Background: an optimization exercise with open tools, aiming at small area. Do not read the settings as production practice.
The RTL was checked by simulation tests, not by an equivalence proof against the original design.

## run 1
## ddr4_access_top
module ddr4_access_top (
      input  wire         pr_logic_clk_clk,
      input  wire         iopll_locked,
      input  wire         pr_logic_mm_waitrequest,
      input  wire [511:0] pr_logic_mm_readdata,
      input  wire         pr_logic_mm_readdatavalid,
      output reg  [4:0]   pr_logic_mm_burstcount,
      output reg  [511:0] pr_logic_mm_writedata,
      output reg  [30:0]  pr_logic_mm_address,
      output reg          pr_logic_mm_write,
      output reg          pr_logic_mm_read,
      output reg  [63:0]  pr_logic_mm_byteenable,
      output reg          pr_logic_mm_debugaccess,
      input  wire         local_cal_success,
      input  wire         local_cal_fail,
      output wire         ddr4a_global_reset,
      output reg          pr_logic_reset,
      output reg          pr_logic_cra_waitrequest,
      output wire [31:0]  pr_logic_cra_readdata,
      output wire         pr_logic_cra_readdatavalid,
      input  wire [0:0]   pr_logic_cra_burstcount,
      input  wire [31:0]  pr_logic_cra_writedata,
      input  wire [13:0]  pr_logic_cra_address,
      input  wire         pr_logic_cra_write,
      input  wire         pr_logic_cra_read,
      input  wire [3:0]   pr_logic_cra_byteenable,
      input  wire         pr_logic_cra_debugaccess,
      input  wire         pr_logic_reset_reset_n
   );
   wire clk   = pr_logic_clk_clk;
   wire rst_n = pr_logic_reset_reset_n;
   reg cs1, cs2, cf1, cf2;
   always @(posedge clk or negedge rst_n) begin
      if (!rst_n) begin
         cs1 <= 1'b0; cs2 <= 1'b0; cf1 <= 1'b0; cf2 <= 1'b0;
      end else begin
         cs1 <= local_cal_success; cs2 <= cs1;
         cf1 <= local_cal_fail;    cf2 <= cf1;
      end
   end
   wire cal_success = cs2;
   wire cal_fail    = cf2;
   reg         first;           
   reg  [31:0] r1, r2, r4, r5, r6, r7;
   reg  [31:0] cnt_q;           
   reg         pass_d, sw_d;
   reg         cs_q, cf_q, iop_q;
   reg  [1:0]  err_q;
   reg  [31:0] rdata;
   reg         rvalid;
   reg         sw_reset;
   wire        pass, fail;
   wire        ddr_access_completed;
   reg         clear_start_operation;
   reg  [1:0]  pr_op_err;
   wire        addr_ok = ~|pr_logic_cra_address[13:5];
   wire [2:0]  ra      = pr_logic_cra_address[4:2];
  ...
For scale: ~2,800 cells after synthesis, roughly 520 flip-flops, ~1,200 I/O pins, ~0.028 mm^2 of cells after synthesis.
export LEC_CHECK = 0
export CAP_MARGIN = 20
export CORE_AREA = 10 10 290 290
export DIE_AREA = 0 0 300 300
export SLEW_MARGIN = 20
create_clock -name core_clock -period 5.0 [get_ports {pr_logic_clk_clk}]
standard.sh (not shown) runs the stock make flow with config.mk's settings and CLKGATE_MAP_FILE= SYNTH_SCRIPT=/design/flow/synth_recipe.tcl, a recipe that flattens the netlist after the stock synthesis.
==> flow/flow/run.sh <==
#!/bin/bash
# Standard ORFS layout with these changes: the smallest buffer (buf_1) on every
# input and output port, pins allowed on every routing track, and a clock tree
# of smaller buffers without dummy loads.
set -euo pipefail
export CTS_ARGS="-sink_clustering_enable -repair_clock_nets -dont_use_dummy_load -buf_list sky130_fd_sc_hd__clkbuf_8 -sink_clustering_size 20 -sink_clustering_max_diameter 60"
bash standard.sh "BUFFER_PORTS_ARGS=-buffer_cell sky130_fd_sc_hd__buf_1" "PLACE_PINS_ARGS=-min_distance 1 -min_distance_in_tracks" finish > flow_make.log 2>&1
FAIL run 1 @ 5_1_grt: tool exited with error
## Diff of input files: run 2 against run 1
==> flow/flow/run.sh <==
#!/bin/bash
# Standard ORFS layout with these changes: the smallest buffer (buf_1) on every
# input and output port, vertical-edge pins on met2 and met4, and a clock tree
# of smaller buffers without dummy loads.
set -euo pipefail
export CTS_ARGS="-sink_clustering_enable -repair_clock_nets -dont_use_dummy_load -buf_list sky130_fd_sc_hd__clkbuf_8 -sink_clustering_size 14 -sink_clustering_max_diameter 50"
bash standard.sh "BUFFER_PORTS_ARGS=-buffer_cell sky130_fd_sc_hd__buf_1" "IO_PLACER_V=met2 met4" "SKIP_REPAIR_TIE_FANOUT=1" finish > flow_make.log 2>&1
Run 2 finished all stages; the layout is clean.
Area after synthesis: run 1 vs run 2, no meaningful difference
Run 2 against run 1: synthesized cell count barely changed; worst-case setup slack after placement now smaller.
As far as multiplexer share of the synthesized area goes, run 1 and run 2 are indistinguishable; the numbers are identical.
[run 2] number of placed instances with taps included fell 41 relative to run 1
Relative to run 1, detailed-placement wirelength estimate has gone up in run 2.
[inputs] run 3 vs run 2
==> flow/flow/run.sh <==
#!/bin/bash
# Standard ORFS layout with these changes: the smallest buffer (buf_1) on every
# input and output port, pins allowed on every track, less routing-layer
# derating in global routing, and a clock tree of smaller buffers without
# dummy loads.
set -euo pipefail
export CTS_ARGS="-sink_clustering_enable -repair_clock_nets -dont_use_dummy_load -buf_list sky130_fd_sc_hd__clkbuf_8 -sink_clustering_size 20 -sink_clustering_max_diameter 60"
bash standard.sh "BUFFER_PORTS_ARGS=-buffer_cell sky130_fd_sc_hd__buf_1" "PLACE_PINS_ARGS=-min_distance 1 -min_distance_in_tracks" "ROUTING_LAYER_ADJUSTMENT=0.10" finish > flow_make.log 2>&1
==> run summary <==
Run 3: GRT-0116 in 5_1_grt -> run aborted. ~same cell count after synthesis in run 3 and run 2. Overall die width came out exactly the same in run 3 and run 2. Going from run 2 to run 3, worst slack at placement increased 0.036 ns; post-place instance area was more or less identical. Looking at run 3 and run 2, the area after synthesis is a wash. Xor-xnor portion of the synthesized cell area: run 2 vs run 3 identical. Summary — final weighted congestion of routability-driven global placement, run 3 relative to run 2: higher, by 4.6%. Run 2 has a higher post-DP HPWL than run 3. Total CTS buffers, run 3 and run 2, lower one = run 3. Number of cells after detailed placement sits higher in run 3 than in run 2.

## re-timing with driven ports
The flow's constraints put no driver on any port. The routed layout listed below was extracted and timed again, unchanged, in two steps.
Step 1, drivers: a clkbuf_16 drives pr_logic_clk_clk and a buf_2 each remaining input, both assumed.
Step 2 adds t to the input delays and takes it off the output delays; t is the mean of the earliest and latest rising clock arrival at the registers after step 1. Input paths then give back, and output paths get back, about the clock's delay inside the block.
a / b / c = no drivers / after step 1 / after step 2; a / b = the first two.
run: run 2
shift t [ns]: 0.706
slack for setup (ns): 0.875 / 0.875 / 0.875
latest minus earliest clock arrival (ns): 0.088 / 0.088
After both steps setup and hold are still met in run 2. For run 2, drivers alone change the setup slack by 0.000 ns; drivers and shift together by 0.000 ns.
